This is an optimization exercise on Yosys and OpenROAD, whose aim is small area, a short achievable clock period and few clock cycles per item, not a production implementation. Function was not checked in any run shown here: the RTL went through the layout flow alone.

$ cat flow/flow/run.sh
#!/bin/bash
# Layout flow: the standard synthesis, then the combinational logic
# (everything but the flip-flops, which keep their names and cells) is
# re-mapped by ABC with an area-recovering script; then the standard
# layout from the netlist, with sky130_fd_sc_hd__buf_2 port buffers.
# Every tool's output goes to a log file in this folder.
set -euo pipefail
bash standard.sh synth > flow_synth.log 2>&1
R=orfs/results/sky130hd/angle_frame/base
cp $R/1_2_yosys.v $R/1_2_yosys_standard.v
LIB=$FLOW_HOME/platforms/sky130hd/lib/sky130_fd_sc_hd__tt_025C_1v80.lib
sed -e "s#@IN@#$R/1_2_yosys_standard.v#" -e "s#@OUT@#$R/1_2_yosys.v#" \
    -e "s#@LIB@#$LIB#g" -e "s#@ABC@#flow/resynth.abc#" flow/resynth.ys > resynth.ys
yosys -l yosys_resynth.log -q resynth.ys > /dev/null 2>&1
bash standard.sh BUFFER_PORTS_ARGS="-buffer_cell sky130_fd_sc_hd__buf_2" finish > flow_finish.log 2>&1
$ cat flow/flow/resynth.abc
strash
dch
map -B 0.2
topo
stime -c
upsize -c
dnsize -c
$ cat flow/flow/resynth.ys
read_liberty -overwrite -ignore_miss_func @LIB@
read_verilog -overwrite @IN@
hierarchy -top angle_frame
setattr -mod -set keep_hierarchy 1 sky130_fd_sc_hd__df*
flatten
opt_clean
abc -script @ABC@ -liberty @LIB@ -dont_use sky130_fd_sc_hd__lpflow_bleeder_1 -dont_use sky130_fd_sc_hd__lpflow_clkbufkapwr_1 -dont_use sky130_fd_sc_hd__lpflow_clkbufkapwr_16 -dont_use sky130_fd_sc_hd__lpflow_clkbufkapwr_2 -dont_use sky130_fd_sc_hd__lpflow_clkbufkapwr_4 -dont_use sky130_fd_sc_hd__lpflow_clkbufkapwr_8 -dont_use sky130_fd_sc_hd__lpflow_clkinvkapwr_1 -dont_use sky130_fd_sc_hd__lpflow_clkinvkapwr_16 -dont_use sky130_fd_sc_hd__lpflow_clkinvkapwr_2 -dont_use sky130_fd_sc_hd__lpflow_clkinvkapwr_4 -dont_use sky130_fd_sc_hd__lpflow_clkinvkapwr_8 -dont_use sky130_fd_sc_hd__lpflow_decapkapwr_12 -dont_use sky130_fd_sc_hd__lpflow_decapkapwr_3 -dont_use sky130_fd_sc_hd__lpflow_decapkapwr_4 -dont_use sky130_fd_sc_hd__lpflow_decapkapwr_6 -dont_use sky130_fd_sc_hd__lpflow_decapkapwr_8 -dont_use sky130_fd_sc_hd__lpflow_inputiso0n_1 -dont_use sky130_fd_sc_hd__lpflow_inputiso0p_1 -dont_use sky130_fd_sc_hd__lpflow_inputiso1n_1 -dont_use sky130_fd_sc_hd__lpflow_inputiso1p_1 -dont_use sky130_fd_sc_hd__lpflow_inputisolatch_1 -dont_use sky130_fd_sc_hd__lpflow_isobufsrc_1 -dont_use sky130_fd_sc_hd__lpflow_isobufsrc_16 -dont_use sky130_fd_sc_hd__lpflow_isobufsrc_2 -dont_use sky130_fd_sc_hd__lpflow_isobufsrc_4 -dont_use sky130_fd_sc_hd__lpflow_isobufsrc_8 -dont_use sky130_fd_sc_hd__lpflow_isobufsrckapwr_16 -dont_use sky130_fd_sc_hd__lpflow_lsbuf_lh_hl_isowell_tap_1 -dont_use sky130_fd_sc_hd__lpflow_lsbuf_lh_hl_isowell_tap_2 -dont_use sky130_fd_sc_hd__lpflow_lsbuf_lh_hl_isowell_tap_4 -dont_use sky130_fd_sc_hd__lpflow_lsbuf_lh_isowell_4 -dont_use sky130_fd_sc_hd__lpflow_lsbuf_lh_isowell_tap_1 -dont_use sky130_fd_sc_hd__lpflow_lsbuf_lh_isowell_tap_2 -dont_use sky130_fd_sc_hd__lpflow_lsbuf_lh_isowell_tap_4 -dont_use sky130_fd_sc_hd__probe_p_8 -dont_use sky130_fd_sc_hd__probec_p_8 
opt_clean -purge
hilomap -singleton -hicell sky130_fd_sc_hd__conb_1 HI -locell sky130_fd_sc_hd__conb_1 LO
setundef -zero
splitnets
opt_clean -purge
stat -liberty @LIB@
delete =sky130_fd_sc_hd__*
write_verilog -noattr -noexpr -nohex -nodec @OUT@
$ cat flow/standard.sh
#!/bin/bash
# synth_recipe.tcl (not shown) runs the flow's synth.tcl, then flattens the netlist and writes it again
# the make line also repeats each setting of config.mk as NAME=value (left out here)
make -C /OpenROAD-flow-scripts/flow DESIGN_CONFIG=/design/flow/config.mk WORK_HOME=/design/flow/orfs CLKGATE_MAP_FILE= SYNTH_SCRIPT=/design/flow/synth_recipe.tcl "${@:-finish}"
$ cat flow/config.mk
export PLATFORM = sky130hd
export DESIGN_NAME = angle_frame
export DESIGN_NICKNAME = angle_frame
export VERILOG_FILES = /design/flow/design.v
export SDC_FILE = /design/flow/constraint.sdc
export NUM_CORES = 8
export LEC_CHECK = 0
export CAP_MARGIN = 20
export CORE_MARGIN = 2
export CORE_UTILIZATION = 40
export CTS_BUF_LIST = sky130_fd_sc_hd__clkbuf_16
export CTS_CLUSTER_DIAMETER = 80
export CTS_CLUSTER_SIZE = 24
export SETUP_SLACK_MARGIN = 4.6
export SLEW_MARGIN = 20
export SYNTH_MEMORY_MAX_BITS = 65536
$ cat flow/constraint.sdc
create_clock -name core_clock -period 8.0 [get_ports {clk}]
set_input_delay 1.6000 -clock core_clock [delete_from_list [all_inputs] [get_ports {clk}]]
set_output_delay 1.6000 -clock core_clock [all_outputs]
set_load 0.01 [all_outputs]
$ cat flow/design.v
module atang(
	input             clk,
	input             load,       
	input      [11:0] x,
	input      [11:0] y,
	output     [31:0] z,
	output            done        
    );
	reg  [32:0] xr;              
	reg  [34:0] rr;              
	reg  [31:0] zr;
	reg  [31:1] t;               
	reg  [16:0] oh;              
	reg         dn;              
	wire d = rr[34];             
	wire dx = ~dn;
	reg  [29:0] a;
	wire [29:0] anext = ({30{oh[0]}} & 30'h1C128E80) |
	                    ({30{oh[1]}} & 30'h0E400224) |
	                    ({30{oh[2]}} & 30'h0727154C) |
	                    ({30{oh[3]}} & 30'h03946F29) |
	                    ({30{oh[4]}} & 30'h01CA5435) |
	                    ({30{oh[5]}} & 30'h00E52D8D) |
	                    ({30{oh[6]}} & 30'h007296C6) |
	                    ({30{~t[7]}} & {1'b0, a[29:1]});
	wire [32:0] xmask;
	assign xmask[0] = 1'b0;
	assign xmask[1] = t[1];
	assign xmask[2] = t[2];
	assign xmask[3] = t[3];
	assign xmask[4] = t[4];
	assign xmask[5] = t[5];
	assign xmask[6] = t[6];
	assign xmask[7] = t[7];
	assign xmask[8] = t[8];
	assign xmask[9] = t[9];
	assign xmask[10] = t[10];
	assign xmask[11] = t[11];
	assign xmask[12] = t[12];
	assign xmask[13] = t[13];
	assign xmask[14] = t[14];
	assign xmask[15] = t[15];
	assign xmask[16] = t[16];
	assign xmask[17] = t[17];
	assign xmask[18] = t[18];
	assign xmask[19] = t[19];
	assign xmask[20] = t[20];
	assign xmask[21] = t[21];
	assign xmask[22] = t[22];
	assign xmask[23] = t[23];
	assign xmask[24] = t[24];
	assign xmask[25] = t[25];
	assign xmask[26] = t[26];
	assign xmask[27] = t[27];
	assign xmask[28] = t[28];
	assign xmask[29] = t[29];
	assign xmask[30] = t[30];
	assign xmask[32:31] = 2'b11;
	wire [32:0] xm = xr & xmask;
	wire [32:0] ysh;
	assign ysh[0] = (oh[0] & rr[1]) | (oh[1] & rr[3]) | (oh[2] & rr[5]) | (oh[3] & rr[7]) | (oh[4] & rr[9]) | (oh[5] & rr[11]) | (oh[6] & rr[13]) | (oh[7] & rr[15]) | (oh[8] & rr[17]) | (oh[9] & rr[19]) | (oh[10] & rr[21]) | (oh[11] & rr[23]) | (oh[12] & rr[25]) | (oh[13] & rr[27]) | (oh[14] & rr[29]) | (oh[15] & rr[31]) | (oh[16] & rr[33]) | (rr[34] & ~t[17]);
	assign ysh[1] = (oh[0] & rr[2]) | (oh[1] & rr[4]) | (oh[2] & rr[6]) | (oh[3] & rr[8]) | (oh[4] & rr[10]) | (oh[5] & rr[12]) | (oh[6] & rr[14]) | (oh[7] & rr[16]) | (oh[8] & rr[18]) | (oh[9] & rr[20]) | (oh[10] & rr[22]) | (oh[11] & rr[24]) | (oh[12] & rr[26]) | (oh[13] & rr[28]) | (oh[14] & rr[30]) | (oh[15] & rr[32]) | (rr[34] & ~t[16]);
	assign ysh[2] = (oh[0] & rr[3]) | (oh[1] & rr[5]) | (oh[2] & rr[7]) | (oh[3] & rr[9]) | (oh[4] & rr[11]) | (oh[5] & rr[13]) | (oh[6] & rr[15]) | (oh[7] & rr[17]) | (oh[8] & rr[19]) | (oh[9] & rr[21]) | (oh[10] & rr[23]) | (oh[11] & rr[25]) | (oh[12] & rr[27]) | (oh[13] & rr[29]) | (oh[14] & rr[31]) | (oh[15] & rr[33]) | (rr[34] & ~t[16]);
	assign ysh[3] = (oh[0] & rr[4]) | (oh[1] & rr[6]) | (oh[2] & rr[8]) | (oh[3] & rr[10]) | (oh[4] & rr[12]) | (oh[5] & rr[14]) | (oh[6] & rr[16]) | (oh[7] & rr[18]) | (oh[8] & rr[20]) | (oh[9] & rr[22]) | (oh[10] & rr[24]) | (oh[11] & rr[26]) | (oh[12] & rr[28]) | (oh[13] & rr[30]) | (oh[14] & rr[32]) | (rr[34] & ~t[15]);
	assign ysh[4] = (oh[0] & rr[5]) | (oh[1] & rr[7]) | (oh[2] & rr[9]) | (oh[3] & rr[11]) | (oh[4] & rr[13]) | (oh[5] & rr[15]) | (oh[6] & rr[17]) | (oh[7] & rr[19]) | (oh[8] & rr[21]) | (oh[9] & rr[23]) | (oh[10] & rr[25]) | (oh[11] & rr[27]) | (oh[12] & rr[29]) | (oh[13] & rr[31]) | (oh[14] & rr[33]) | (rr[34] & ~t[15]);
	assign ysh[5] = (oh[0] & rr[6]) | (oh[1] & rr[8]) | (oh[2] & rr[10]) | (oh[3] & rr[12]) | (oh[4] & rr[14]) | (oh[5] & rr[16]) | (oh[6] & rr[18]) | (oh[7] & rr[20]) | (oh[8] & rr[22]) | (oh[9] & rr[24]) | (oh[10] & rr[26]) | (oh[11] & rr[28]) | (oh[12] & rr[30]) | (oh[13] & rr[32]) | (rr[34] & ~t[14]);
	assign ysh[6] = (oh[0] & rr[7]) | (oh[1] & rr[9]) | (oh[2] & rr[11]) | (oh[3] & rr[13]) | (oh[4] & rr[15]) | (oh[5] & rr[17]) | (oh[6] & rr[19]) | (oh[7] & rr[21]) | (oh[8] & rr[23]) | (oh[9] & rr[25]) | (oh[10] & rr[27]) | (oh[11] & rr[29]) | (oh[12] & rr[31]) | (oh[13] & rr[33]) | (rr[34] & ~t[14]);
	assign ysh[7] = (oh[0] & rr[8]) | (oh[1] & rr[10]) | (oh[2] & rr[12]) | (oh[3] & rr[14]) | (oh[4] & rr[16]) | (oh[5] & rr[18]) | (oh[6] & rr[20]) | (oh[7] & rr[22]) | (oh[8] & rr[24]) | (oh[9] & rr[26]) | (oh[10] & rr[28]) | (oh[11] & rr[30]) | (oh[12] & rr[32]) | (rr[34] & ~t[13]);
	assign ysh[8] = (oh[0] & rr[9]) | (oh[1] & rr[11]) | (oh[2] & rr[13]) | (oh[3] & rr[15]) | (oh[4] & rr[17]) | (oh[5] & rr[19]) | (oh[6] & rr[21]) | (oh[7] & rr[23]) | (oh[8] & rr[25]) | (oh[9] & rr[27]) | (oh[10] & rr[29]) | (oh[11] & rr[31]) | (oh[12] & rr[33]) | (rr[34] & ~t[13]);
	assign ysh[9] = (oh[0] & rr[10]) | (oh[1] & rr[12]) | (oh[2] & rr[14]) | (oh[3] & rr[16]) | (oh[4] & rr[18]) | (oh[5] & rr[20]) | (oh[6] & rr[22]) | (oh[7] & rr[24]) | (oh[8] & rr[26]) | (oh[9] & rr[28]) | (oh[10] & rr[30]) | (oh[11] & rr[32]) | (rr[34] & ~t[12]);
	assign ysh[10] = (oh[0] & rr[11]) | (oh[1] & rr[13]) | (oh[2] & rr[15]) | (oh[3] & rr[17]) | (oh[4] & rr[19]) | (oh[5] & rr[21]) | (oh[6] & rr[23]) | (oh[7] & rr[25]) | (oh[8] & rr[27]) | (oh[9] & rr[29]) | (oh[10] & rr[31]) | (oh[11] & rr[33]) | (rr[34] & ~t[12]);
	assign ysh[11] = (oh[0] & rr[12]) | (oh[1] & rr[14]) | (oh[2] & rr[16]) | (oh[3] & rr[18]) | (oh[4] & rr[20]) | (oh[5] & rr[22]) | (oh[6] & rr[24]) | (oh[7] & rr[26]) | (oh[8] & rr[28]) | (oh[9] & rr[30]) | (oh[10] & rr[32]) | (rr[34] & ~t[11]);
	assign ysh[12] = (oh[0] & rr[13]) | (oh[1] & rr[15]) | (oh[2] & rr[17]) | (oh[3] & rr[19]) | (oh[4] & rr[21]) | (oh[5] & rr[23]) | (oh[6] & rr[25]) | (oh[7] & rr[27]) | (oh[8] & rr[29]) | (oh[9] & rr[31]) | (oh[10] & rr[33]) | (rr[34] & ~t[11]);
	assign ysh[13] = (oh[0] & rr[14]) | (oh[1] & rr[16]) | (oh[2] & rr[18]) | (oh[3] & rr[20]) | (oh[4] & rr[22]) | (oh[5] & rr[24]) | (oh[6] & rr[26]) | (oh[7] & rr[28]) | (oh[8] & rr[30]) | (oh[9] & rr[32]) | (rr[34] & ~t[10]);
	assign ysh[14] = (oh[0] & rr[15]) | (oh[1] & rr[17]) | (oh[2] & rr[19]) | (oh[3] & rr[21]) | (oh[4] & rr[23]) | (oh[5] & rr[25]) | (oh[6] & rr[27]) | (oh[7] & rr[29]) | (oh[8] & rr[31]) | (oh[9] & rr[33]) | (rr[34] & ~t[10]);
	assign ysh[15] = (oh[0] & rr[16]) | (oh[1] & rr[18]) | (oh[2] & rr[20]) | (oh[3] & rr[22]) | (oh[4] & rr[24]) | (oh[5] & rr[26]) | (oh[6] & rr[28]) | (oh[7] & rr[30]) | (oh[8] & rr[32]) | (rr[34] & ~t[9]);
	assign ysh[16] = (oh[0] & rr[17]) | (oh[1] & rr[19]) | (oh[2] & rr[21]) | (oh[3] & rr[23]) | (oh[4] & rr[25]) | (oh[5] & rr[27]) | (oh[6] & rr[29]) | (oh[7] & rr[31]) | (oh[8] & rr[33]) | (rr[34] & ~t[9]);
	assign ysh[17] = (oh[0] & rr[18]) | (oh[1] & rr[20]) | (oh[2] & rr[22]) | (oh[3] & rr[24]) | (oh[4] & rr[26]) | (oh[5] & rr[28]) | (oh[6] & rr[30]) | (oh[7] & rr[32]) | (rr[34] & ~t[8]);
	assign ysh[18] = (oh[0] & rr[19]) | (oh[1] & rr[21]) | (oh[2] & rr[23]) | (oh[3] & rr[25]) | (oh[4] & rr[27]) | (oh[5] & rr[29]) | (oh[6] & rr[31]) | (oh[7] & rr[33]) | (rr[34] & ~t[8]);
	assign ysh[19] = (oh[0] & rr[20]) | (oh[1] & rr[22]) | (oh[2] & rr[24]) | (oh[3] & rr[26]) | (oh[4] & rr[28]) | (oh[5] & rr[30]) | (oh[6] & rr[32]) | (rr[34] & ~t[7]);
	assign ysh[20] = (oh[0] & rr[21]) | (oh[1] & rr[23]) | (oh[2] & rr[25]) | (oh[3] & rr[27]) | (oh[4] & rr[29]) | (oh[5] & rr[31]) | (oh[6] & rr[33]) | (rr[34] & ~t[7]);
	assign ysh[21] = (oh[0] & rr[22]) | (oh[1] & rr[24]) | (oh[2] & rr[26]) | (oh[3] & rr[28]) | (oh[4] & rr[30]) | (oh[5] & rr[32]) | (rr[34] & ~t[6]);
	assign ysh[22] = (oh[0] & rr[23]) | (oh[1] & rr[25]) | (oh[2] & rr[27]) | (oh[3] & rr[29]) | (oh[4] & rr[31]) | (oh[5] & rr[33]) | (rr[34] & ~t[6]);
	assign ysh[23] = (oh[0] & rr[24]) | (oh[1] & rr[26]) | (oh[2] & rr[28]) | (oh[3] & rr[30]) | (oh[4] & rr[32]) | (rr[34] & ~t[5]);
	assign ysh[24] = (oh[0] & rr[25]) | (oh[1] & rr[27]) | (oh[2] & rr[29]) | (oh[3] & rr[31]) | (oh[4] & rr[33]) | (rr[34] & ~t[5]);
	assign ysh[25] = (oh[0] & rr[26]) | (oh[1] & rr[28]) | (oh[2] & rr[30]) | (oh[3] & rr[32]) | (rr[34] & ~t[4]);
	assign ysh[26] = (oh[0] & rr[27]) | (oh[1] & rr[29]) | (oh[2] & rr[31]) | (oh[3] & rr[33]) | (rr[34] & ~t[4]);
	assign ysh[27] = (oh[0] & rr[28]) | (oh[1] & rr[30]) | (oh[2] & rr[32]) | (rr[34] & ~t[3]);
	assign ysh[28] = (oh[0] & rr[29]) | (oh[1] & rr[31]) | (oh[2] & rr[33]) | (rr[34] & ~t[3]);
	assign ysh[29] = (oh[0] & rr[30]) | (oh[1] & rr[32]) | (rr[34] & ~t[2]);
	assign ysh[30] = (oh[0] & rr[31]) | (oh[1] & rr[33]) | (rr[34] & ~t[2]);
	assign ysh[31] = (oh[0] & rr[32]) | (rr[34] & ~t[1]);
	assign ysh[32] = (oh[0] & rr[33]) | (rr[34] & ~t[1]);
	wire [34:0] rnext;
	wire [32:0] xnext;
	wire [31:0] znext;
	add35 radd(.a({rr[33:0], 1'b0}), .b({2'b00, xm} ^ {35{~d}}), .ci(~d), .s(rnext));
	add33 xadd(.a(xr), .b(ysh ^ {33{dx}}), .ci(dx), .s(xnext));
	add32 zadd(.a(zr), .b({2'b00, a} ^ {32{dx}}), .ci(dx), .s(znext));
	wire [12:0] xy_sum, xy_dif;
	add13 sadd(.a({1'b0, x}), .b({1'b0, y}), .ci(1'b0), .s(xy_sum));
	add13 dadd(.a({1'b0, y}), .b(~{1'b0, x}), .ci(1'b1), .s(xy_dif));
	always @(posedge clk) begin
		t <= load ? 31'h7fffffff : {t[30:1], 1'b0};
		oh <= load ? 17'd1 : {oh[15:0], 1'b0};
		a <= load ? 30'h35214E63 : anext;
		dn <= load ? ~xy_dif[12] : ~rnext[34];
		if (load) begin
			xr <= {1'b0, xy_sum, 19'b0};
			rr <= {{3{xy_dif[12]}}, xy_dif, 19'b0};
			zr <= 32'h5A000000;
		end else begin
			xr <= xnext;
			rr <= rnext;
			zr <= znext;
		end
	end
	wire [14:0] zl = zr[14:0] ^ {15{dn}};
	wire far2 = ~|a[29:14] & (zl >= {a[13:0], 1'b0});
	wire far1 = ~|a[29:15] & (zl >= a[14:0]);
	wire flip = rnext[34] ^ d;
	assign done = far2 | (flip & far1);
	assign z = zr;
endmodule
module add35(input [34:0] a, input [34:0] b, input ci, output [34:0] s);
	wire [34:0] p0 = a ^ b;
	wire [34:0] g0 = a & b;
	wire gc0 = g0[0] | (p0[0] & ci);
	wire gn1 = g0[1] | (p0[1] & gc0);
	wire gn2 = g0[3] | (p0[3] & g0[2]);
	wire pn2 = p0[3] & p0[2];
	wire gn3 = g0[5] | (p0[5] & g0[4]);
	wire pn3 = p0[5] & p0[4];
	wire gn4 = g0[7] | (p0[7] & g0[6]);
	wire pn4 = p0[7] & p0[6];
	wire gn5 = g0[9] | (p0[9] & g0[8]);
	wire pn5 = p0[9] & p0[8];
	wire gn6 = g0[11] | (p0[11] & g0[10]);
	wire pn6 = p0[11] & p0[10];
	wire gn7 = g0[13] | (p0[13] & g0[12]);
	wire pn7 = p0[13] & p0[12];
	wire gn8 = g0[15] | (p0[15] & g0[14]);
	wire pn8 = p0[15] & p0[14];
	wire gn9 = g0[17] | (p0[17] & g0[16]);
	wire pn9 = p0[17] & p0[16];
	wire gn10 = g0[19] | (p0[19] & g0[18]);
	wire pn10 = p0[19] & p0[18];
	wire gn11 = g0[21] | (p0[21] & g0[20]);
	wire pn11 = p0[21] & p0[20];
	wire gn12 = g0[23] | (p0[23] & g0[22]);
	wire pn12 = p0[23] & p0[22];
	wire gn13 = g0[25] | (p0[25] & g0[24]);
	wire pn13 = p0[25] & p0[24];
	wire gn14 = g0[27] | (p0[27] & g0[26]);
	wire pn14 = p0[27] & p0[26];
	wire gn15 = g0[29] | (p0[29] & g0[28]);
	wire pn15 = p0[29] & p0[28];
	wire gn16 = g0[31] | (p0[31] & g0[30]);
	wire pn16 = p0[31] & p0[30];
	wire gn17 = g0[33] | (p0[33] & g0[32]);
	wire pn17 = p0[33] & p0[32];
	wire gn18 = g0[2] | (p0[2] & gn1);
	wire gn19 = gn2 | (pn2 & gn1);
	wire gn20 = g0[6] | (p0[6] & gn3);
	wire pn20 = p0[6] & pn3;
	wire gn21 = gn4 | (pn4 & gn3);
	wire pn21 = pn4 & pn3;
	wire gn22 = g0[10] | (p0[10] & gn5);
	wire pn22 = p0[10] & pn5;
	wire gn23 = gn6 | (pn6 & gn5);
	wire pn23 = pn6 & pn5;
	wire gn24 = g0[14] | (p0[14] & gn7);
	wire pn24 = p0[14] & pn7;
	wire gn25 = gn8 | (pn8 & gn7);
	wire pn25 = pn8 & pn7;
	wire gn26 = g0[18] | (p0[18] & gn9);
	wire pn26 = p0[18] & pn9;
	wire gn27 = gn10 | (pn10 & gn9);
	wire pn27 = pn10 & pn9;
	wire gn28 = g0[22] | (p0[22] & gn11);
	wire pn28 = p0[22] & pn11;
	wire gn29 = gn12 | (pn12 & gn11);
	wire pn29 = pn12 & pn11;
	wire gn30 = g0[26] | (p0[26] & gn13);
	wire pn30 = p0[26] & pn13;
	wire gn31 = gn14 | (pn14 & gn13);
	wire pn31 = pn14 & pn13;
	wire gn32 = g0[30] | (p0[30] & gn15);
	wire pn32 = p0[30] & pn15;
	wire gn33 = gn16 | (pn16 & gn15);
	wire pn33 = pn16 & pn15;
	wire gn34 = g0[34] | (p0[34] & gn17);
	wire pn34 = p0[34] & pn17;
	wire gn35 = g0[4] | (p0[4] & gn19);
	wire gn36 = gn3 | (pn3 & gn19);
	wire gn37 = gn20 | (pn20 & gn19);
	wire gn38 = gn21 | (pn21 & gn19);
	wire gn39 = g0[12] | (p0[12] & gn23);
	wire pn39 = p0[12] & pn23;
	wire gn40 = gn7 | (pn7 & gn23);
	wire pn40 = pn7 & pn23;
	wire gn41 = gn24 | (pn24 & gn23);
	wire pn41 = pn24 & pn23;
	wire gn42 = gn25 | (pn25 & gn23);
	wire pn42 = pn25 & pn23;
	wire gn43 = g0[20] | (p0[20] & gn27);
	wire pn43 = p0[20] & pn27;
	wire gn44 = gn11 | (pn11 & gn27);
	wire pn44 = pn11 & pn27;
	wire gn45 = gn28 | (pn28 & gn27);
	wire pn45 = pn28 & pn27;
	wire gn46 = gn29 | (pn29 & gn27);
	wire pn46 = pn29 & pn27;
	wire gn47 = g0[28] | (p0[28] & gn31);
	wire pn47 = p0[28] & pn31;
	wire gn48 = gn15 | (pn15 & gn31);
	wire pn48 = pn15 & pn31;
	wire gn49 = gn32 | (pn32 & gn31);
	wire pn49 = pn32 & pn31;
	wire gn50 = gn33 | (pn33 & gn31);
	wire pn50 = pn33 & pn31;
	wire gn51 = g0[8] | (p0[8] & gn38);
	wire gn52 = gn5 | (pn5 & gn38);
	wire gn53 = gn22 | (pn22 & gn38);
	wire gn54 = gn23 | (pn23 & gn38);
	wire gn55 = gn39 | (pn39 & gn38);
	wire gn56 = gn40 | (pn40 & gn38);
	wire gn57 = gn41 | (pn41 & gn38);
	wire gn58 = gn42 | (pn42 & gn38);
	wire gn59 = g0[24] | (p0[24] & gn46);
	wire pn59 = p0[24] & pn46;
	wire gn60 = gn13 | (pn13 & gn46);
	wire pn60 = pn13 & pn46;
	wire gn61 = gn30 | (pn30 & gn46);
	wire pn61 = pn30 & pn46;
	wire gn62 = gn31 | (pn31 & gn46);
	wire pn62 = pn31 & pn46;
	wire gn63 = gn47 | (pn47 & gn46);
	wire pn63 = pn47 & pn46;
	wire gn64 = gn48 | (pn48 & gn46);
	wire pn64 = pn48 & pn46;
	wire gn65 = gn49 | (pn49 & gn46);
	wire pn65 = pn49 & pn46;
	wire gn66 = gn50 | (pn50 & gn46);
	wire pn66 = pn50 & pn46;
	wire gn67 = g0[16] | (p0[16] & gn58);
	wire gn68 = gn9 | (pn9 & gn58);
	wire gn69 = gn26 | (pn26 & gn58);
	wire gn70 = gn27 | (pn27 & gn58);
	wire gn71 = gn43 | (pn43 & gn58);
	wire gn72 = gn44 | (pn44 & gn58);
	wire gn73 = gn45 | (pn45 & gn58);
	wire gn74 = gn46 | (pn46 & gn58);
	wire gn75 = gn59 | (pn59 & gn58);
	wire gn76 = gn60 | (pn60 & gn58);
	wire gn77 = gn61 | (pn61 & gn58);
	wire gn78 = gn62 | (pn62 & gn58);
	wire gn79 = gn63 | (pn63 & gn58);
	wire gn80 = gn64 | (pn64 & gn58);
	wire gn81 = gn65 | (pn65 & gn58);
	wire gn82 = gn66 | (pn66 & gn58);
	wire gn83 = g0[32] | (p0[32] & gn82);
	wire gn84 = gn17 | (pn17 & gn82);
	wire gn85 = gn34 | (pn34 & gn82);
	wire [34:0] c;
	assign c[0] = ci;
	assign c[1] = gc0;
	assign c[2] = gn1;
	assign c[3] = gn18;
	assign c[4] = gn19;
	assign c[5] = gn35;
	assign c[6] = gn36;
	assign c[7] = gn37;
	assign c[8] = gn38;
	assign c[9] = gn51;
	assign c[10] = gn52;
	assign c[11] = gn53;
	assign c[12] = gn54;
	assign c[13] = gn55;
	assign c[14] = gn56;
	assign c[15] = gn57;
	assign c[16] = gn58;
	assign c[17] = gn67;
	assign c[18] = gn68;
	assign c[19] = gn69;
	assign c[20] = gn70;
	assign c[21] = gn71;
	assign c[22] = gn72;
	assign c[23] = gn73;
	assign c[24] = gn74;
	assign c[25] = gn75;
	assign c[26] = gn76;
	assign c[27] = gn77;
	assign c[28] = gn78;
	assign c[29] = gn79;
	assign c[30] = gn80;
	assign c[31] = gn81;
	assign c[32] = gn82;
	assign c[33] = gn83;
	assign c[34] = gn84;
	assign s = p0 ^ c;
endmodule
module add33(input [32:0] a, input [32:0] b, input ci, output [32:0] s);
	wire [32:0] p0 = a ^ b;
	wire [32:0] g0 = a & b;
	wire gc0 = g0[0] | (p0[0] & ci);
	wire gn1 = g0[1] | (p0[1] & gc0);
	wire gn2 = g0[3] | (p0[3] & g0[2]);
	wire pn2 = p0[3] & p0[2];
	wire gn3 = g0[5] | (p0[5] & g0[4]);
	wire pn3 = p0[5] & p0[4];
	wire gn4 = g0[7] | (p0[7] & g0[6]);
	wire pn4 = p0[7] & p0[6];
	wire gn5 = g0[9] | (p0[9] & g0[8]);
	wire pn5 = p0[9] & p0[8];
	wire gn6 = g0[11] | (p0[11] & g0[10]);
	wire pn6 = p0[11] & p0[10];
	wire gn7 = g0[13] | (p0[13] & g0[12]);
	wire pn7 = p0[13] & p0[12];
	wire gn8 = g0[15] | (p0[15] & g0[14]);
	wire pn8 = p0[15] & p0[14];
	wire gn9 = g0[17] | (p0[17] & g0[16]);
	wire pn9 = p0[17] & p0[16];
	wire gn10 = g0[19] | (p0[19] & g0[18]);
	wire pn10 = p0[19] & p0[18];
	wire gn11 = g0[21] | (p0[21] & g0[20]);
	wire pn11 = p0[21] & p0[20];
	wire gn12 = g0[23] | (p0[23] & g0[22]);
	wire pn12 = p0[23] & p0[22];
	wire gn13 = g0[25] | (p0[25] & g0[24]);
	wire pn13 = p0[25] & p0[24];
	wire gn14 = g0[27] | (p0[27] & g0[26]);
	wire pn14 = p0[27] & p0[26];
	wire gn15 = g0[29] | (p0[29] & g0[28]);
	wire pn15 = p0[29] & p0[28];
	wire gn16 = g0[31] | (p0[31] & g0[30]);
	wire pn16 = p0[31] & p0[30];
	wire gn17 = g0[2] | (p0[2] & gn1);
	wire gn18 = gn2 | (pn2 & gn1);
	wire gn19 = g0[6] | (p0[6] & gn3);
	wire pn19 = p0[6] & pn3;
	wire gn20 = gn4 | (pn4 & gn3);
	wire pn20 = pn4 & pn3;
	wire gn21 = g0[10] | (p0[10] & gn5);
	wire pn21 = p0[10] & pn5;
	wire gn22 = gn6 | (pn6 & gn5);
	wire pn22 = pn6 & pn5;
	wire gn23 = g0[14] | (p0[14] & gn7);
	wire pn23 = p0[14] & pn7;
	wire gn24 = gn8 | (pn8 & gn7);
	wire pn24 = pn8 & pn7;
	wire gn25 = g0[18] | (p0[18] & gn9);
	wire pn25 = p0[18] & pn9;
	wire gn26 = gn10 | (pn10 & gn9);
	wire pn26 = pn10 & pn9;
	wire gn27 = g0[22] | (p0[22] & gn11);
	wire pn27 = p0[22] & pn11;
	wire gn28 = gn12 | (pn12 & gn11);
	wire pn28 = pn12 & pn11;
	wire gn29 = g0[26] | (p0[26] & gn13);
	wire pn29 = p0[26] & pn13;
	wire gn30 = gn14 | (pn14 & gn13);
	wire pn30 = pn14 & pn13;
	wire gn31 = g0[30] | (p0[30] & gn15);
	wire pn31 = p0[30] & pn15;
	wire gn32 = gn16 | (pn16 & gn15);
	wire pn32 = pn16 & pn15;
	wire gn33 = g0[4] | (p0[4] & gn18);
	wire gn34 = gn3 | (pn3 & gn18);
	wire gn35 = gn19 | (pn19 & gn18);
	wire gn36 = gn20 | (pn20 & gn18);
	wire gn37 = g0[12] | (p0[12] & gn22);
	wire pn37 = p0[12] & pn22;
	wire gn38 = gn7 | (pn7 & gn22);
	wire pn38 = pn7 & pn22;
	wire gn39 = gn23 | (pn23 & gn22);
	wire pn39 = pn23 & pn22;
	wire gn40 = gn24 | (pn24 & gn22);
	wire pn40 = pn24 & pn22;
	wire gn41 = g0[20] | (p0[20] & gn26);
	wire pn41 = p0[20] & pn26;
	wire gn42 = gn11 | (pn11 & gn26);
	wire pn42 = pn11 & pn26;
	wire gn43 = gn27 | (pn27 & gn26);
	wire pn43 = pn27 & pn26;
	wire gn44 = gn28 | (pn28 & gn26);
	wire pn44 = pn28 & pn26;
	wire gn45 = g0[28] | (p0[28] & gn30);
	wire pn45 = p0[28] & pn30;
	wire gn46 = gn15 | (pn15 & gn30);
	wire pn46 = pn15 & pn30;
	wire gn47 = gn31 | (pn31 & gn30);
	wire pn47 = pn31 & pn30;
	wire gn48 = gn32 | (pn32 & gn30);
	wire pn48 = pn32 & pn30;
	wire gn49 = g0[8] | (p0[8] & gn36);
	wire gn50 = gn5 | (pn5 & gn36);
	wire gn51 = gn21 | (pn21 & gn36);
	wire gn52 = gn22 | (pn22 & gn36);
	wire gn53 = gn37 | (pn37 & gn36);
	wire gn54 = gn38 | (pn38 & gn36);
	wire gn55 = gn39 | (pn39 & gn36);
	wire gn56 = gn40 | (pn40 & gn36);
	wire gn57 = g0[24] | (p0[24] & gn44);
	wire pn57 = p0[24] & pn44;
	wire gn58 = gn13 | (pn13 & gn44);
	wire pn58 = pn13 & pn44;
	wire gn59 = gn29 | (pn29 & gn44);
	wire pn59 = pn29 & pn44;
	wire gn60 = gn30 | (pn30 & gn44);
	wire pn60 = pn30 & pn44;
	wire gn61 = gn45 | (pn45 & gn44);
	wire pn61 = pn45 & pn44;
	wire gn62 = gn46 | (pn46 & gn44);
	wire pn62 = pn46 & pn44;
	wire gn63 = gn47 | (pn47 & gn44);
	wire pn63 = pn47 & pn44;
	wire gn64 = gn48 | (pn48 & gn44);
	wire pn64 = pn48 & pn44;
	wire gn65 = g0[16] | (p0[16] & gn56);
	wire gn66 = gn9 | (pn9 & gn56);
	wire gn67 = gn25 | (pn25 & gn56);
	wire gn68 = gn26 | (pn26 & gn56);
	wire gn69 = gn41 | (pn41 & gn56);
	wire gn70 = gn42 | (pn42 & gn56);
	wire gn71 = gn43 | (pn43 & gn56);
	wire gn72 = gn44 | (pn44 & gn56);
	wire gn73 = gn57 | (pn57 & gn56);
	wire gn74 = gn58 | (pn58 & gn56);
	wire gn75 = gn59 | (pn59 & gn56);
	wire gn76 = gn60 | (pn60 & gn56);
	wire gn77 = gn61 | (pn61 & gn56);
	wire gn78 = gn62 | (pn62 & gn56);
	wire gn79 = gn63 | (pn63 & gn56);
	wire gn80 = gn64 | (pn64 & gn56);
	wire gn81 = g0[32] | (p0[32] & gn80);
	wire [32:0] c;
	assign c[0] = ci;
	assign c[1] = gc0;
	assign c[2] = gn1;
	assign c[3] = gn17;
	assign c[4] = gn18;
	assign c[5] = gn33;
	assign c[6] = gn34;
	assign c[7] = gn35;
	assign c[8] = gn36;
	assign c[9] = gn49;
	assign c[10] = gn50;
	assign c[11] = gn51;
	assign c[12] = gn52;
	assign c[13] = gn53;
	assign c[14] = gn54;
	assign c[15] = gn55;
	assign c[16] = gn56;
	assign c[17] = gn65;
	assign c[18] = gn66;
	assign c[19] = gn67;
	assign c[20] = gn68;
	assign c[21] = gn69;
	assign c[22] = gn70;
	assign c[23] = gn71;
	assign c[24] = gn72;
	assign c[25] = gn73;
	assign c[26] = gn74;
	assign c[27] = gn75;
	assign c[28] = gn76;
	assign c[29] = gn77;
	assign c[30] = gn78;
	assign c[31] = gn79;
	assign c[32] = gn80;
	assign s = p0 ^ c;
endmodule
module add32(input [31:0] a, input [31:0] b, input ci, output [31:0] s);
	wire [31:0] p0 = a ^ b;
	wire [31:0] g0 = a & b;
	wire gc0 = g0[0] | (p0[0] & ci);
	wire gn1 = g0[1] | (p0[1] & gc0);
	wire gn2 = g0[3] | (p0[3] & g0[2]);
	wire pn2 = p0[3] & p0[2];
	wire gn3 = g0[5] | (p0[5] & g0[4]);
	wire pn3 = p0[5] & p0[4];
	wire gn4 = g0[7] | (p0[7] & g0[6]);
	wire pn4 = p0[7] & p0[6];
	wire gn5 = g0[9] | (p0[9] & g0[8]);
	wire pn5 = p0[9] & p0[8];
	wire gn6 = g0[11] | (p0[11] & g0[10]);
	wire pn6 = p0[11] & p0[10];
	wire gn7 = g0[13] | (p0[13] & g0[12]);
	wire pn7 = p0[13] & p0[12];
	wire gn8 = g0[15] | (p0[15] & g0[14]);
	wire pn8 = p0[15] & p0[14];
	wire gn9 = g0[17] | (p0[17] & g0[16]);
	wire pn9 = p0[17] & p0[16];
	wire gn10 = g0[19] | (p0[19] & g0[18]);
	wire pn10 = p0[19] & p0[18];
	wire gn11 = g0[21] | (p0[21] & g0[20]);
	wire pn11 = p0[21] & p0[20];
	wire gn12 = g0[23] | (p0[23] & g0[22]);
	wire pn12 = p0[23] & p0[22];
	wire gn13 = g0[25] | (p0[25] & g0[24]);
	wire pn13 = p0[25] & p0[24];
	wire gn14 = g0[27] | (p0[27] & g0[26]);
	wire pn14 = p0[27] & p0[26];
	wire gn15 = g0[29] | (p0[29] & g0[28]);
	wire pn15 = p0[29] & p0[28];
	wire gn16 = g0[31] | (p0[31] & g0[30]);
	wire pn16 = p0[31] & p0[30];
	wire gn17 = g0[2] | (p0[2] & gn1);
	wire gn18 = gn2 | (pn2 & gn1);
	wire gn19 = g0[6] | (p0[6] & gn3);
	wire pn19 = p0[6] & pn3;
	wire gn20 = gn4 | (pn4 & gn3);
	wire pn20 = pn4 & pn3;
	wire gn21 = g0[10] | (p0[10] & gn5);
	wire pn21 = p0[10] & pn5;
	wire gn22 = gn6 | (pn6 & gn5);
	wire pn22 = pn6 & pn5;
	wire gn23 = g0[14] | (p0[14] & gn7);
	wire pn23 = p0[14] & pn7;
	wire gn24 = gn8 | (pn8 & gn7);
	wire pn24 = pn8 & pn7;
	wire gn25 = g0[18] | (p0[18] & gn9);
	wire pn25 = p0[18] & pn9;
	wire gn26 = gn10 | (pn10 & gn9);
	wire pn26 = pn10 & pn9;
	wire gn27 = g0[22] | (p0[22] & gn11);
	wire pn27 = p0[22] & pn11;
	wire gn28 = gn12 | (pn12 & gn11);
	wire pn28 = pn12 & pn11;
	wire gn29 = g0[26] | (p0[26] & gn13);
	wire pn29 = p0[26] & pn13;
	wire gn30 = gn14 | (pn14 & gn13);
	wire pn30 = pn14 & pn13;
	wire gn31 = g0[30] | (p0[30] & gn15);
	wire pn31 = p0[30] & pn15;
	wire gn32 = gn16 | (pn16 & gn15);
	wire pn32 = pn16 & pn15;
	wire gn33 = g0[4] | (p0[4] & gn18);
	wire gn34 = gn3 | (pn3 & gn18);
	wire gn35 = gn19 | (pn19 & gn18);
	wire gn36 = gn20 | (pn20 & gn18);
	wire gn37 = g0[12] | (p0[12] & gn22);
	wire pn37 = p0[12] & pn22;
	wire gn38 = gn7 | (pn7 & gn22);
	wire pn38 = pn7 & pn22;
	wire gn39 = gn23 | (pn23 & gn22);
	wire pn39 = pn23 & pn22;
	wire gn40 = gn24 | (pn24 & gn22);
	wire pn40 = pn24 & pn22;
	wire gn41 = g0[20] | (p0[20] & gn26);
	wire pn41 = p0[20] & pn26;
	wire gn42 = gn11 | (pn11 & gn26);
	wire pn42 = pn11 & pn26;
	wire gn43 = gn27 | (pn27 & gn26);
	wire pn43 = pn27 & pn26;
	wire gn44 = gn28 | (pn28 & gn26);
	wire pn44 = pn28 & pn26;
	wire gn45 = g0[28] | (p0[28] & gn30);
	wire pn45 = p0[28] & pn30;
	wire gn46 = gn15 | (pn15 & gn30);
	wire pn46 = pn15 & pn30;
	wire gn47 = gn31 | (pn31 & gn30);
	wire pn47 = pn31 & pn30;
	wire gn48 = gn32 | (pn32 & gn30);
	wire pn48 = pn32 & pn30;
	wire gn49 = g0[8] | (p0[8] & gn36);
	wire gn50 = gn5 | (pn5 & gn36);
	wire gn51 = gn21 | (pn21 & gn36);
	wire gn52 = gn22 | (pn22 & gn36);
	wire gn53 = gn37 | (pn37 & gn36);
	wire gn54 = gn38 | (pn38 & gn36);
	wire gn55 = gn39 | (pn39 & gn36);
	wire gn56 = gn40 | (pn40 & gn36);
	wire gn57 = g0[24] | (p0[24] & gn44);
	wire pn57 = p0[24] & pn44;
	wire gn58 = gn13 | (pn13 & gn44);
	wire pn58 = pn13 & pn44;
	wire gn59 = gn29 | (pn29 & gn44);
	wire pn59 = pn29 & pn44;
	wire gn60 = gn30 | (pn30 & gn44);
	wire pn60 = pn30 & pn44;
	wire gn61 = gn45 | (pn45 & gn44);
	wire pn61 = pn45 & pn44;
	wire gn62 = gn46 | (pn46 & gn44);
	wire pn62 = pn46 & pn44;
	wire gn63 = gn47 | (pn47 & gn44);
	wire pn63 = pn47 & pn44;
	wire gn64 = gn48 | (pn48 & gn44);
	wire pn64 = pn48 & pn44;
	wire gn65 = g0[16] | (p0[16] & gn56);
	wire gn66 = gn9 | (pn9 & gn56);
	wire gn67 = gn25 | (pn25 & gn56);
	wire gn68 = gn26 | (pn26 & gn56);
	wire gn69 = gn41 | (pn41 & gn56);
	wire gn70 = gn42 | (pn42 & gn56);
	wire gn71 = gn43 | (pn43 & gn56);
	wire gn72 = gn44 | (pn44 & gn56);
	wire gn73 = gn57 | (pn57 & gn56);
	wire gn74 = gn58 | (pn58 & gn56);
	wire gn75 = gn59 | (pn59 & gn56);
	wire gn76 = gn60 | (pn60 & gn56);
	wire gn77 = gn61 | (pn61 & gn56);
	wire gn78 = gn62 | (pn62 & gn56);
	wire gn79 = gn63 | (pn63 & gn56);
	wire gn80 = gn64 | (pn64 & gn56);
	wire [31:0] c;
	assign c[0] = ci;
	assign c[1] = gc0;
	assign c[2] = gn1;
	assign c[3] = gn17;
	assign c[4] = gn18;
	assign c[5] = gn33;
	assign c[6] = gn34;
	assign c[7] = gn35;
	assign c[8] = gn36;
	assign c[9] = gn49;
	assign c[10] = gn50;
	assign c[11] = gn51;
	assign c[12] = gn52;
	assign c[13] = gn53;
	assign c[14] = gn54;
	assign c[15] = gn55;
	assign c[16] = gn56;
	assign c[17] = gn65;
	assign c[18] = gn66;
	assign c[19] = gn67;
	assign c[20] = gn68;
	assign c[21] = gn69;
	assign c[22] = gn70;
	assign c[23] = gn71;
	assign c[24] = gn72;
	assign c[25] = gn73;
	assign c[26] = gn74;
	assign c[27] = gn75;
	assign c[28] = gn76;
	assign c[29] = gn77;
	assign c[30] = gn78;
	assign c[31] = gn79;
	assign s = p0 ^ c;
endmodule
module add13(input [12:0] a, input [12:0] b, input ci, output [12:0] s);
	wire [12:0] p0 = a ^ b;
	wire [12:0] g0 = a & b;
	wire gc0 = g0[0] | (p0[0] & ci);
	wire gn1 = g0[1] | (p0[1] & gc0);
	wire gn2 = g0[3] | (p0[3] & g0[2]);
	wire pn2 = p0[3] & p0[2];
	wire gn3 = g0[5] | (p0[5] & g0[4]);
	wire pn3 = p0[5] & p0[4];
	wire gn4 = g0[7] | (p0[7] & g0[6]);
	wire pn4 = p0[7] & p0[6];
	wire gn5 = g0[9] | (p0[9] & g0[8]);
	wire pn5 = p0[9] & p0[8];
	wire gn6 = g0[11] | (p0[11] & g0[10]);
	wire pn6 = p0[11] & p0[10];
	wire gn7 = g0[2] | (p0[2] & gn1);
	wire gn8 = gn2 | (pn2 & gn1);
	wire gn9 = g0[6] | (p0[6] & gn3);
	wire pn9 = p0[6] & pn3;
	wire gn10 = gn4 | (pn4 & gn3);
	wire pn10 = pn4 & pn3;
	wire gn11 = g0[10] | (p0[10] & gn5);
	wire pn11 = p0[10] & pn5;
	wire gn12 = gn6 | (pn6 & gn5);
	wire pn12 = pn6 & pn5;
	wire gn13 = g0[4] | (p0[4] & gn8);
	wire gn14 = gn3 | (pn3 & gn8);
	wire gn15 = gn9 | (pn9 & gn8);
	wire gn16 = gn10 | (pn10 & gn8);
	wire gn17 = g0[12] | (p0[12] & gn12);
	wire pn17 = p0[12] & pn12;
	wire gn18 = g0[8] | (p0[8] & gn16);
	wire gn19 = gn5 | (pn5 & gn16);
	wire gn20 = gn11 | (pn11 & gn16);
	wire gn21 = gn12 | (pn12 & gn16);
	wire gn22 = gn17 | (pn17 & gn16);
	wire [12:0] c;
	assign c[0] = ci;
	assign c[1] = gc0;
	assign c[2] = gn1;
	assign c[3] = gn7;
	assign c[4] = gn8;
	assign c[5] = gn13;
	assign c[6] = gn14;
	assign c[7] = gn15;
	assign c[8] = gn16;
	assign c[9] = gn18;
	assign c[10] = gn19;
	assign c[11] = gn20;
	assign c[12] = gn21;
	assign s = p0 ^ c;
endmodule
module conv_dec_ascii(
	input  [16:0] d_in,
	output [20:0] digits     
    );
	wire [6:0] i = d_in[16:10];
	wire [9:0] f = d_in[9:0];
	wire [13:0] m1 = {1'b0, f, 3'b0} + {3'b0, f, 1'b0};
	wire [13:0] m2 = {1'b0, m1[9:0], 3'b0} + {3'b0, m1[9:0], 1'b0};
	wire [13:0] m3 = {1'b0, m2[9:0], 3'b0} + {3'b0, m2[9:0], 1'b0};
	wire [3:0] qh = m1[13:10];
	wire [3:0] qt = m2[13:10];
	wire [3:0] qo = m3[13:10];
	wire [3:0] it = (i >= 7'd120) ? 4'd12 : (i >= 7'd110) ? 4'd11 : (i >= 7'd100) ? 4'd10 :
	                (i >= 7'd90) ? 4'd9 : (i >= 7'd80) ? 4'd8 : (i >= 7'd70) ? 4'd7 :
	                (i >= 7'd60) ? 4'd6 : (i >= 7'd50) ? 4'd5 : (i >= 7'd40) ? 4'd4 :
	                (i >= 7'd30) ? 4'd3 : (i >= 7'd20) ? 4'd2 : (i >= 7'd10) ? 4'd1 : 4'd0;
	wire [6:0] io = i - {it, 3'b0} - {2'b0, it, 1'b0};
	wire       ih = it[3] & (it[2] | it[1]);
	wire [8:0] ti = {ih, ih ? it - 4'd10 : it, io[3:0]};
	assign digits = {ti, qh, qt, qo};
endmodule
module CRC(
	input  [20:0] digits,    
	output [7:0]  crc
    );
	function [7:0] crc8;
		input [47:0] m;
		integer k;
		reg [7:0] c;
		reg fb;
		begin
			c = 8'h80;
			for (k = 47; k >= 0; k = k - 1) begin
				fb = c[7] ^ m[k];
				c = {c[6:0], 1'b0} ^ (fb ? 8'h31 : 8'h00);
			end
			crc8 = c;
		end
	endfunction
	wire [47:0] text = {7'b0011000, digits[20], 4'h3, digits[19:16], 4'h3, digits[15:12],
	                    4'h3, digits[11:8], 4'h3, digits[7:4], 4'h3, digits[3:0]};
	assign crc = crc8(text);
endmodule
module angle_frame(
	input clk,
	input rst,
	input start,
	input [11:0] x,
	input [11:0] y,
	output [55:0] frame,
	output frame_valid
    );
	reg        busy;
	reg        valid;
	reg  [20:0] dig;
	reg  [7:0]  crc_hi;          
	wire [31:0] z;
	wire [20:0] dig_next;
	wire [7:0]  crc_hi_next, crc_lo, crc_0;
	wire        done;
	atang Arctg_alg(.clk(clk), .load(start), .x(x), .y(y), .z(z), .done(done));
	conv_dec_ascii Conversie(.d_in(z[31:15]), .digits(dig_next));
	CRC crc_a(.digits({dig_next[20:4], 4'd0}), .crc(crc_hi_next));
	CRC crc_b(.digits({17'd0, dig[3:0]}), .crc(crc_lo));
	CRC crc_c(.digits(21'd0), .crc(crc_0));
	wire last = done;
	always @(posedge clk) begin
		dig <= dig_next;
		crc_hi <= crc_hi_next;
		if (rst) begin
			busy  <= 1'b0;
			valid <= 1'b0;
		end else begin
			busy  <= start | (busy & ~last);
			valid <= busy & last;
		end
	end
	assign frame = {7'b0011000, dig[20], 4'h3, dig[19:16], 4'h3, dig[15:12],
	                4'h3, dig[11:8], 4'h3, dig[7:4], 4'h3, dig[3:0],
	                crc_hi ^ crc_lo ^ crc_0};
	assign frame_valid = valid;
endmodule
==> flow_metrics.py, run 1 <==
metrics = {
    "outcome": {
        "status": "no timing/DRC/antenna violations",
    },
    "cells_and_area": {
        "finalNetCount": 2798,
        "stdcell_area_um2": 19230,
        "area_growth_pct": 17.47,
        "multi_input_area_um2": 11420,
        "regArea_um2": 4240,
        "drive_gt1_share_pct": 14.23,
        "n_fill_cell": 4243,
        "post-route-util_pct": 47.30,
        "final_common_cell": "nand2_1",
        "final_cell_mix": "nand2_1, nor2_1, clkinv_1",
        "n_antenna_cell": 0,
    },
    "global_route": {
        "grt.overflow.total": 0,
        "met2_usage_pct": 46.33,
        "grt_first_pass_wirelength_um": 92430,
        "grt_use_met3_pct": 3.295,
        "antenna_found_initial": 0,
        "grt_max_degree": 79,
        "grt_busiest_layer": "met2",
        "grt_pass1_vias": 17150,
        "gr-usage-met1_pct": 34.98,
        "track_usage_pct": 27.35,
    },
    "route": {
        "remaining_drc_errors": 0,
        "routed_via_density": 5.650,
        "antenna_left": 0,
        "wl_um": 60580,
        "drtIter0Drc": 1695,
        "num_vias": 18730,
        "dr.pass1.iters": 5,
        "avgRoutedWirePerCell_um": 18.28,
    },
    "clock_tree": {
        "holdBufCountCts": 0,
        "cts.sinks": 207,
        "cts_max_level": 1,
        "cts.clk_slew.worst_paths_ps": 90,
        "clk_path_buf_depth": 3,
        "cts-root-buf": "clkbuf_16",
        "clk_latency_ps": 540,
        "cts_made_buffers": 19,
        "cts_tree": "built",
    },
    "die": {
        "die_area_um2": 42560,
        "rows": 74,
        "dieHeight_um": 206.3,
        "core_um2": 40650,
        "start_util_pct": 40.27,
        "die_w_um": 206.3,
        "io_pins": 84,
    },
    "sta": {
        "fin_setup_tns_ps": 0,
        "holdWs_ps": 444.4,
        "setup-violations-final": 0,
        "max_freq_ghz": 0.2988,
        "worst_pin_slew_ps": 969.4,
        "slew_headroom_pct": 34.82,
        "post-route-period-util_pct": 41.83,
        "drv_slew": 0,
        "final_hold_viol_count": 0,
        "grt_setup_unrepaired": "true",
        "finalClockSkew_ps": 16.22,
        "fin_crit_ps": 3347,
    },
    "placement": {
        "gp_congestion": 0.9782,
        "postPlaceCellArea_um2": 17550,
        "dp_hpwl_um": 42370,
        "io_buffers": 56,
    },
    "setup_path": {
        "startpoint_type": "input port",
        "worstPathArrival_ps": 3820,
        "required_ps": 8480,
        "endpoint_kind": "flop",
        "crit_fanout": 3,
        "critical_path_class": "input port to flop",
    },
    "synthesis": {
        "syn_inst": 2613,
        "avgSynthCellArea_um2": 6.264,
        "ys_warn_count": 3,
        "synth_area_um2": 16370,
    },
    "run": {
        "drv_cap": 0,
    },
    "hold_path": {
        "hold_path.class": "flop to flop",
    },
}
registers in the layout, summed over array words and instances (netlist names), 8 cells and up:
name,count
Arctg_alg.rr,34
Arctg_alg.xr,33
Arctg_alg.zr,32
Arctg_alg.a,30
Arctg_alg.t,30
dig,21
Arctg_alg.oh,16
crc_hi,8
what timing repair did:
item,4_1_cts,5_1_grt
endpoints found under the setup margin,69,62
setup buffers,12,29
gates cloned,0,5
gates resized for setup,47,148
pin swaps,14,45
through the flow:
step	worst slack, ps	std cells
after floorplan	4435	2638
after global placement	3781	3236
after detailed placement	3707	3236
after CTS	4596	3281
after global routing	4413	3315
final	4653	3315
layout make-up:
type / instances / area share [%]
timing repair inverter: 2 / 0.1171
clock inverter: 14 / 0.8915
sequential: 207 / 22.05
multi-input combinational: 2107 / 59.37
timing repair buffer: 111 / 4.601
clock buffer: 19 / 2.473
tap: 532 / 3.462
inverter: 323 / 7.028
critical path: stages:
cell and delay (ps):
buf_12 110, buf_4 130, nor2_4 100, a21oi_4 50, o21ai_2 160, nor2_2 50
a21oi_2 140, nor2_2 70, a21oi_2 170, o21bai_2 100, nand2_1 90, o21ai_1 90
nand2_1 100, o21ai_2 90, o211ai_1 280, nand2_1 110, nand2_2 80, o21ai_2 70
nand2_1 60, nand2_1 50, o22ai_1 120
layer usage:
| layer | up-vias | wire, um |
|---|---|---|
| met3 | 205 | 4372 |
| met4 | 0 | 2797 |
| met5 | - | 0 |
| li1 | 9213 | - |
| met1 | 8588 | 25800 |
| met2 | 723 | 27610 |
worst paths after layout:
kind | start | endpoint | slack [ps] | cells after the start
min reg2reg | Arctg_alg.t[27]$_SDFF_PP1_ | Arctg_alg.t[28]$_SDFF_PP1_ | 440 | 1
max reg2reg | Arctg_alg.rr[34]$_DFF_P_ | busy$_SDFF_PP0_ | 4750 | 15
max | y[1] | Arctg_alg.xr[30]$_DFF_P_ | 4650 | 21
min | Arctg_alg.t[27]$_SDFF_PP1_ | Arctg_alg.t[28]$_SDFF_PP1_ | 440 | 1
==> inputs of run 2 (changes only) <==
--- a/flow/design.v
+++ b/flow/design.v
@@ -116,10 +116,7 @@
 		end
 	end
 	wire [14:0] zl = zr[14:0] ^ {15{dn}};
-	wire far2 = ~|a[29:14] & (zl >= {a[13:0], 1'b0});
-	wire far1 = ~|a[29:15] & (zl >= a[14:0]);
-	wire flip = rnext[34] ^ d;
-	assign done = far2 | (flip & far1);
+	assign done = ~|a[29:14] & (zl >= {a[13:0], 1'b0});
 	assign z = zr;
 endmodule
 module add35(input [34:0] a, input [34:0] b, input ci, output [34:0] s);
@@ -696,12 +693,12 @@
     );
 	wire [6:0] i = d_in[16:10];
 	wire [9:0] f = d_in[9:0];
-	wire [13:0] m1 = {1'b0, f, 3'b0} + {3'b0, f, 1'b0};
-	wire [13:0] m2 = {1'b0, m1[9:0], 3'b0} + {3'b0, m1[9:0], 1'b0};
-	wire [13:0] m3 = {1'b0, m2[9:0], 3'b0} + {3'b0, m2[9:0], 1'b0};
-	wire [3:0] qh = m1[13:10];
-	wire [3:0] qt = m2[13:10];
-	wire [3:0] qo = m3[13:10];
+	wire [13:0] p1 = {1'b0, f, 3'b0} + {3'b0, f, 1'b0};
+	wire [16:0] p2 = {1'b0, f, 6'b0} + {2'b0, f, 5'b0} + {5'b0, f, 2'b0};
+	wire [13:0] p3 = {1'b0, p2[9:0], 3'b0} + {3'b0, p2[9:0], 1'b0};
+	wire [3:0] qh = p1[13:10];
+	wire [3:0] qt = p2[13:10] - {qh[0], 3'b0} - {qh[2:0], 1'b0};
+	wire [3:0] qo = p3[13:10];
 	wire [3:0] it = (i >= 7'd120) ? 4'd12 : (i >= 7'd110) ? 4'd11 : (i >= 7'd100) ? 4'd10 :
 	                (i >= 7'd90) ? 4'd9 : (i >= 7'd80) ? 4'd8 : (i >= 7'd70) ? 4'd7 :
 	                (i >= 7'd60) ? 4'd6 : (i >= 7'd50) ? 4'd5 : (i >= 7'd40) ? 4'd4 :
@@ -745,20 +742,20 @@
 	reg        busy;
 	reg        valid;
 	reg  [20:0] dig;
-	reg  [7:0]  crc_hi;          
+	reg  [7:0]  crc;
 	wire [31:0] z;
 	wire [20:0] dig_next;
-	wire [7:0]  crc_hi_next, crc_lo, crc_0;
+	wire [7:0]  crc_hi, crc_lo, crc_0;
 	wire        done;
 	atang Arctg_alg(.clk(clk), .load(start), .x(x), .y(y), .z(z), .done(done));
 	conv_dec_ascii Conversie(.d_in(z[31:15]), .digits(dig_next));
-	CRC crc_a(.digits({dig_next[20:4], 4'd0}), .crc(crc_hi_next));
-	CRC crc_b(.digits({17'd0, dig[3:0]}), .crc(crc_lo));
+	CRC crc_a(.digits({dig_next[20:4], 4'd0}), .crc(crc_hi));
+	CRC crc_b(.digits({17'd0, dig_next[3:0]}), .crc(crc_lo));
 	CRC crc_c(.digits(21'd0), .crc(crc_0));
 	wire last = done;
 	always @(posedge clk) begin
 		dig <= dig_next;
-		crc_hi <= crc_hi_next;
+		crc <= crc_hi ^ crc_lo ^ crc_0;
 		if (rst) begin
 			busy  <= 1'b0;
 			valid <= 1'b0;
@@ -769,6 +766,6 @@
 	end
 	assign frame = {7'b0011000, dig[20], 4'h3, dig[19:16], 4'h3, dig[15:12],
 	                4'h3, dig[11:8], 4'h3, dig[7:4], 4'h3, dig[3:0],
-	                crc_hi ^ crc_lo ^ crc_0};
+	                crc};
 	assign frame_valid = valid;
 endmodule
--- a/flow/config.mk
+++ b/flow/config.mk
@@ -11,6 +11,6 @@
 export CTS_BUF_LIST = sky130_fd_sc_hd__clkbuf_16
 export CTS_CLUSTER_DIAMETER = 80
 export CTS_CLUSTER_SIZE = 24
-export SETUP_SLACK_MARGIN = 4.6
+export SETUP_SLACK_MARGIN = 4.5
 export SLEW_MARGIN = 20
 export SYNTH_MEMORY_MAX_BITS = 65536
==> flow_metrics.py, run 2 <==
metrics = {
    "outcome": {
        "status": "no timing/DRC/antenna violations",
    },
    "setup_path": {
        "r2r.worst_path.cells": 15,
        "startpoint_type": "flop",
        "crit_path_end": "Arctg_alg.xr[25]$_DFF_P_",
        "critical_path_class": "flop to flop",
        "timing.rr.end": "Arctg_alg.xr[25]$_DFF_P_",
        "cp-startpoint": "Arctg_alg.rr[25]$_DFF_P_",
        "regToRegSetupSlack_ps": 4680,
        "worstPathArrival_ps": 3710,
        "r2r-start": "Arctg_alg.rr[25]$_DFF_P_",
        "required_ps": 8390,
        "endpoint_kind": "flop",
        "crit_fanout": 11,
    },
    "sta": {
        "finalClockSkew_ps": 15.72,
        "drv_slew": 0,
        "slew_headroom_pct": 50.62,
        "worst_pin_slew_ps": 737.9,
        "fin_crit_ps": 3321,
        "final_hold_viol_count": 0,
        "grt_setup_unrepaired": "false",
        "setup-violations-final": 0,
        "fin_setup_tns_ps": 0,
        "post-route-period-util_pct": 41.51,
        "max_freq_ghz": 0.3011,
    },
    "global_route": {
        "grt.overflow.total": 0,
        "grt_first_pass_wirelength_um": 88710,
        "antenna_found_initial": 0,
        "track_usage_pct": 25.02,
        "grt_max_degree": 60,
        "grt_pass1_vias": 17010,
    },
    "placement": {
        "dp_hpwl_um": 41000,
        "dp_cells": 3254,
        "io_buffers": 56,
        "gp_congestion": 0.9635,
    },
    "route": {
        "wl_um": 55720,
        "num_vias": 18190,
        "avgRoutedWirePerCell_um": 16.91,
        "routed_via_density": 5.519,
        "remaining_drc_errors": 0,
        "antenna_left": 0,
        "drtIter0Drc": 1358,
        "dr.pass1.iters": 6,
    },
    "clock_tree": {
        "clk_path_buf_depth": 3,
        "cts.sinks": 207,
        "cts_max_level": 1,
        "clk_latency_ps": 540,
        "cts.clk_slew.worst_paths_ps": 80,
        "cts-root-buf": "clkbuf_16",
        "cts_tree": "built",
        "cts_made_buffers": 19,
    },
    "cells_and_area": {
        "finalNetCount": 2777,
        "area_growth_pct": 11.76,
        "finalNonFillerCells": 3295,
        "reg_top3": "Arctg_alg.rr (34), Arctg_alg.xr (33), Arctg_alg.zr (32)",
        "regMostFlops": "Arctg_alg.rr",
        "final_common_cell": "nand2_1",
        "n_antenna_cell": 0,
        "largest_reg_flops": 34,
        "drive_gt1_share_pct": 12.23,
        "final_cell_mix": "nand2_1, nor2_1, clkinv_1",
    },
    "die": {
        "core_um2": 40830,
        "dieHeight_um": 207.2,
        "io_pins": 84,
        "die_area_um2": 42940,
        "die_w_um": 207.2,
        "rows": 74,
        "start_util_pct": 40.46,
    },
    "hold_path": {
        "min_from": "Arctg_alg.t[28]$_SDFF_PP1_",
        "hold_path.class": "flop to flop",
    },
    "synthesis": {
        "syn_inst": 2632,
        "ys_warn_count": 3,
        "synth_area_um2": 16520,
        "avgSynthCellArea_um2": 6.277,
    },
    "run": {
        "drv_cap": 0,
    },
}
[run 2: metrics by stage]
| step | worst slack, ps | cell area (um2) | hold WS (ps) | utilization, % |
|---|---|---|---|---|
| 2_1_floorplan | 4535 | 16620 | 414.7 | - |
| 3_3_place_gp | 4095 | 17640 | 418.8 | 43.20 |
| 3_5_place_dp | 4023 | 17640 | 422.8 | 43.20 |
| 4_1_cts | 4547 | 18290 | 442.4 | 44.78 |
| 5_1_grt | 4502 | 18460 | 455.0 | 45.22 |
| 6_report | 4679 | 18460 | 440.5 | 45.22 |
[run 2: layout make-up]
class	count	area, um2
Inverter	308	1217
Multi-Input combinational cell	2141	11310
Timing Repair Buffer	73	471.7
Clock buffer	19	475.5
Sequential cell	207	4170
Tap cell	532	665.6
Clock inverter	15	150.1
Fill cell	4279	22370
[run 2: worst min-delay path by stage]
stage,endpoint,cells past startpoint
floorplan,Arctg_alg.t[19]$_SDFF_PP1_,1
global placement,Arctg_alg.t[29]$_SDFF_PP1_,1
detailed placement,Arctg_alg.t[29]$_SDFF_PP1_,1
CTS,Arctg_alg.t[29]$_SDFF_PP1_,1
global route,Arctg_alg.t[19]$_SDFF_PP1_,1
finish,Arctg_alg.t[29]$_SDFF_PP1_,1
[run 2: repair_timing]
action                     4_1_cts  5_1_grt
pin swaps                        0        4
hold buffers                     0        0
buffers inserted                 0        6
resized for setup                6       32
cloned                           0        1
setup endpoints to repair       27       37
[run 2: worst max-delay path, cell delays in order (launching register included)]
cell	delay, ps
dfxtp_1	770
inv_2	260
o22ai_1	190
nor2_1	100
nand2_1	100
xnor3_1	280
nor2_1	190
nand4_1	180
nand3_1	220
o21bai_1	170
nand2_1	160
nand3_1	110
a21oi_1	180
nor2_1	60
o21ai_1	110
o21ai_0	90
[run 2: per-layer routing]
metal / vias up / GRT usage [%] / part of all wire, %
met5: - / 0 / 0
met4: 0 / 10.79 / 4.4
met3: 147 / 3.253 / 5.9
met2: 560 / 42.66 / 46
met1: 8336 / 31.67 / 44
li1: 9142 / - / -

static timing again, ports no longer ideal:
How much do the figures lean on ideal ports? The routed layouts below were timed once more, with nothing changed but the port constraints.
Step 1 (the two cells are an assumption about what drives the block):
set clk [get_ports {clk}]
set_driving_cell -lib_cell sky130_fd_sc_hd__clkbuf_16 $clk
set_driving_cell -lib_cell sky130_fd_sc_hd__buf_2 [delete_from_list [all_inputs] $clk]
Step 2 moves the port delays by t, midway between the first and last clock arrival at a register: inputs arrive t later, outputs are due t later. That takes back most of the time a late clock gives input paths.
Three values: no drivers, after step 1, after step 2; two values: the first two.
run | t (ns) | setup WS [ns] | hold slack, ns | latest minus earliest clock arrival (ns) | slew at the worst register clock pin (ns)
run 1 | 0.589 | 4.653 / 4.658 / 4.069 | 0.444 / 0.444 / 0.444 | 0.016 / 0.016 | 0.10 / 0.10
run 2 | 0.589 | 4.679 / 4.679 / 4.171 | 0.440 / 0.440 / 0.440 | 0.021 / 0.021 | 0.09 / 0.09
After both steps setup and hold are still met in every run listed. The setup slack of run 1, which loses most, moves by +0.005 ns with the drivers and by -0.584 ns with both steps.
